Source: an optimization exercise on an open RTL-to-GDS flow (aim: small area). Production flows keep margins and buffers that such runs may drop.
The RTL was checked by simulation tests, not by an equivalence proof against the original design.

job 5873:
## nco
module nco (
	input  wire        clk_i,
	input  wire        rst_n,
	input  wire [31:0] acc_i,
	output wire [15:0] cos_o,
	output wire [15:0] sin_o
);
reg [31:0] acc; reg c0r, c1r, c2r;
wire [8:0] s1;
wire [9:0] c2;
assign c2[0] = 1'b0;
assign s1[0] = acc[0] ^ acc_i[0] ^ c2[0];
assign c2[1] = (acc[0] & acc_i[0]) | (c2[0] & (acc[0] ^ acc_i[0]));
assign s1[1] = acc[1] ^ acc_i[1] ^ c2[1];
assign c2[2] = (acc[1] & acc_i[1]) | (c2[1] & (acc[1] ^ acc_i[1]));
assign s1[2] = acc[2] ^ acc_i[2] ^ c2[2];
assign c2[3] = (acc[2] & acc_i[2]) | (c2[2] & (acc[2] ^ acc_i[2]));
assign s1[3] = acc[3] ^ acc_i[3] ^ c2[3];
assign c2[4] = (acc[3] & acc_i[3]) | (c2[3] & (acc[3] ^ acc_i[3]));
assign s1[4] = acc[4] ^ acc_i[4] ^ c2[4];
assign c2[5] = (acc[4] & acc_i[4]) | (c2[4] & (acc[4] ^ acc_i[4]));
assign s1[5] = acc[5] ^ acc_i[5] ^ c2[5];
assign c2[6] = (acc[5] & acc_i[5]) | (c2[5] & (acc[5] ^ acc_i[5]));
assign s1[6] = acc[6] ^ acc_i[6] ^ c2[6];
assign c2[7] = (acc[6] & acc_i[6]) | (c2[6] & (acc[6] ^ acc_i[6]));
assign s1[7] = acc[7] ^ acc_i[7] ^ c2[7];
  ...
Size: ~440 flip-flops, roughly 66 I/O pins.
==> flow/config.mk <==
export PLATFORM = sky130hd
export DESIGN_NAME = nco
export DESIGN_NICKNAME = nco
export VERILOG_FILES = /design/flow/design.v
export SDC_FILE = /design/flow/constraint.sdc
export NUM_CORES = 4
export LEC_CHECK = 0
export CAP_MARGIN = 20
export CORE_MARGIN = 2
export CORE_UTILIZATION = 40
export CTS_BUF_LIST = sky130_fd_sc_hd__clkbuf_16
export CTS_CLUSTER_DIAMETER = 150
export CTS_CLUSTER_SIZE = 30
export SLEW_MARGIN = 20
==> flow/constraint.sdc <==
create_clock -name core_clock -period 5.0 [get_ports {clk_i}]
set_input_delay 1.0000 -clock core_clock [delete_from_list [all_inputs] [get_ports {clk_i}]]
set_output_delay 1.0000 -clock core_clock [all_outputs]
set_load 0.01 [all_outputs]
run.sh (not shown) runs the stock make flow with config.mk's settings and CLKGATE_MAP_FILE= SYNTH_SCRIPT=/design/flow/synth_recipe.tcl, a recipe that flattens the netlist after the stock synthesis.
Job 5873 finished every step from synthesis to the final layout, and the layout passed the timing, DRC and antenna checks.
The following lists how job 5765 was set up differently from job 5873:
- CTS_CLUSTER_DIAMETER: 150 -> 100
==> flow/flow/run.sh (new file) <==
#!/bin/bash
# The standard ORFS layout (standard.sh) with these changes passed as make variables:
#  - ports are buffered with sky130_fd_sc_hd__buf_1 (every input and output still gets a buffer)
#  - CTS does not insert dummy load cells
#  - timing-driven global placement does not keep the resizer's buffers (GPL_KEEP_OVERFLOW=0);
#    timing is repaired later by the standard post-CTS and post-route repair steps
# The full output of the run is kept in standard.log; ORFS keeps its per-step logs under orfs/logs.
set -o pipefail
bash standard.sh \
  "BUFFER_PORTS_ARGS=-buffer_cell sky130_fd_sc_hd__buf_1" \
  "CTS_ARGS=-sink_clustering_enable -repair_clock_nets -sink_clustering_size 30 -sink_clustering_max_diameter 100 -buf_list sky130_fd_sc_hd__clkbuf_16 -dont_use_dummy_load" \
  "GPL_KEEP_OVERFLOW=0" \
  finish > standard.log 2>&1
==> flow/standard.sh (new file) <==
#!/bin/bash
# synth_recipe.tcl (not shown) runs the flow's synth.tcl, then flattens the netlist and writes it again
# the make line also repeats each setting of config.mk as NAME=value (left out here)
make -C /OpenROAD-flow-scripts/flow DESIGN_CONFIG=/design/flow/config.mk WORK_HOME=/design/flow/orfs CLKGATE_MAP_FILE= SYNTH_SCRIPT=/design/flow/synth_recipe.tcl "${@:-finish}"
removed: flow/run.sh
Taking job 5873 as the reference point, the non-filler instance count after layout of job 5765 falls by 109. Going from job 5873 to job 5765, non-clock buffer count fell by about 50%; maximum frequency from static timing analysis saw a decrease; summed area of non-filler cells in the final layout went down 2.3%; ratio of final minimum period to clock period went up; number of cells on the critical path decreased 3. Re number of fill cells: job 5873 and job 5765 aren't equal, and the lower value belongs to job 5873.
Inputs modified between job 5765 and job 6577:
==> flow/flow/run.sh <==
#!/bin/bash
# The standard ORFS layout (standard.sh) with two changes passed as make variables:
#  - ports are buffered with sky130_fd_sc_hd__buf_1 (every input and output still gets a buffer)
#  - CTS does not insert dummy load cells
# The full output of the run is kept in standard.log; ORFS keeps its per-step logs under orfs/logs.
set -o pipefail
bash standard.sh \
  "BUFFER_PORTS_ARGS=-buffer_cell sky130_fd_sc_hd__buf_1" \
  "CTS_ARGS=-sink_clustering_enable -repair_clock_nets -sink_clustering_size 30 -sink_clustering_max_diameter 100 -buf_list sky130_fd_sc_hd__clkbuf_16 -dont_use_dummy_load" \
  finish > standard.log 2>&1
Result: PASS for each of job 6577 and job 5765. Die boundary width of job 5765 is on par with job 6577. Diff job 5765 -> job 6577: worst setup slack for register-to-register paths went up; first-pass GRT wire length went up.


exp/garnet:
nco again, from the RTL that the note above started with.
Settings: LEC_CHECK=0, CAP_MARGIN=20, CORE_MARGIN=2, CORE_UTILIZATION=40, CTS_BUF_LIST=sky130_fd_sc_hd__clkbuf_16, CTS_CLUSTER_DIAMETER=100, CTS_CLUSTER_SIZE=30, SLEW_MARGIN=20; clock period 5.0 ns.
standard.sh (not shown) runs the stock make flow with config.mk's settings and CLKGATE_MAP_FILE= SYNTH_SCRIPT=/design/flow/synth_recipe.tcl, a recipe that flattens the netlist after the stock synthesis.
==> flow/flow/run.sh <==
#!/bin/bash
# The standard ORFS layout (standard.sh) with two changes passed as make variables:
#  - ports are buffered with sky130_fd_sc_hd__buf_1 (every input and output still gets a buffer)
#  - CTS does not insert dummy load cells
# The full output of the run is kept in standard.log; ORFS keeps its per-step logs under orfs/logs.
set -o pipefail
bash standard.sh \
  "BUFFER_PORTS_ARGS=-buffer_cell sky130_fd_sc_hd__buf_1" \
  "CTS_ARGS=-sink_clustering_enable -repair_clock_nets -sink_clustering_size 18 -sink_clustering_max_diameter 80 -buf_list sky130_fd_sc_hd__clkbuf_8 -dont_use_dummy_load" \
  finish > standard.log 2>&1
### exp/garnet -> exp/xenon
==> flow/flow/run.sh <==
#!/bin/bash
# The standard ORFS layout (standard.sh) with two changes passed as make variables:
#  - ports are buffered with sky130_fd_sc_hd__buf_1 (every input and output still gets a buffer)
#  - CTS does not insert dummy load cells
#  - global placement is not timing-driven (timing is repaired by the later standard steps)
# The full output of the run is kept in standard.log; ORFS keeps its per-step logs under orfs/logs.
set -o pipefail
bash standard.sh \
  "BUFFER_PORTS_ARGS=-buffer_cell sky130_fd_sc_hd__buf_1" \
  "CTS_ARGS=-sink_clustering_enable -repair_clock_nets -sink_clustering_size 30 -sink_clustering_max_diameter 100 -buf_list sky130_fd_sc_hd__clkbuf_16 -dont_use_dummy_load" \
  "GPL_TIMING_DRIVEN=0" \
  finish > standard.log 2>&1
- Compared to exp/garnet, exp/xenon shows a narrower setup margin.
- exp/xenon reports a lower instance area at placement than exp/garnet does.
- exp/xenon does worse than exp/garnet on minimum clock period.
- exp/xenon -> exp/garnet: number of sequential storage elements delta 0, exact match
- [exp/xenon] met1 layer wirelength in the final routing rose about 7% relative to exp/garnet
- The number of buffers inserted by post-CTS setup repair in exp/xenon sits 6 above the value recorded for exp/garnet.
Input changes introduced in exp/sierra (baseline for comparison: exp/xenon):
==> flow/run.sh (new file) <==
#!/bin/bash
# synth_recipe.tcl (not shown) runs the flow's synth.tcl, then flattens the netlist and writes it again
# the make line also repeats each setting of config.mk as NAME=value (left out here)
make -C /OpenROAD-flow-scripts/flow DESIGN_CONFIG=/design/flow/config.mk WORK_HOME=/design/flow/orfs CLKGATE_MAP_FILE= SYNTH_SCRIPT=/design/flow/synth_recipe.tcl finish
removed: flow/flow/run.sh
removed: flow/standard.sh
exp/sierra completed every stage of the flow, and the final layout passed the timing, DRC and antenna checks. exp/sierra against exp/xenon: worst setup margin rose by 0.032 ns, mux share of post-synthesis cell area level, maximum net fanout on the critical path dropped 14, met2 global-route usage higher.

-- what the ideal ports hide --
Ports are ideal in the flow. The routed layouts listed here were re-timed in OpenROAD.
Step 1: set_driving_cell puts a clkbuf_16 on clk_i and a buf_2 on each other input, an assumption about the parent block.
Step 2 also shifts input and output timing later by t, the mid clock arrival at the registers, as if the neighbouring blocks saw the same clock.
Slacks: ideal / step 1 / step 2; pairs: ideal / step 1.
run | t, ns | slack for setup (ns) | latest minus earliest clock arrival (ns) | worst data-port slew with drivers (ns)
job 5873 | 0.629 | 0.254 / 0.254 / 0.254 | 0.057 / 0.058 | 0.04
job 5765 | 0.611 | 0.215 / 0.215 / 0.215 | 0.076 / 0.075 | 0.04
job 6577 | 0.619 | 0.343 / 0.343 / 0.343 | 0.059 / 0.060 | 0.03
exp/garnet | 0.637 | 0.306 / 0.306 / 0.306 | 0.093 / 0.093 | 0.03
exp/xenon | 0.614 | 0.204 / 0.204 / 0.204 | 0.112 / 0.112 | 0.03
exp/sierra | 0.648 | 0.236 / 0.236 / 0.236 | 0.046 / 0.046 | 0.04
After both steps every run listed still meets setup and hold.
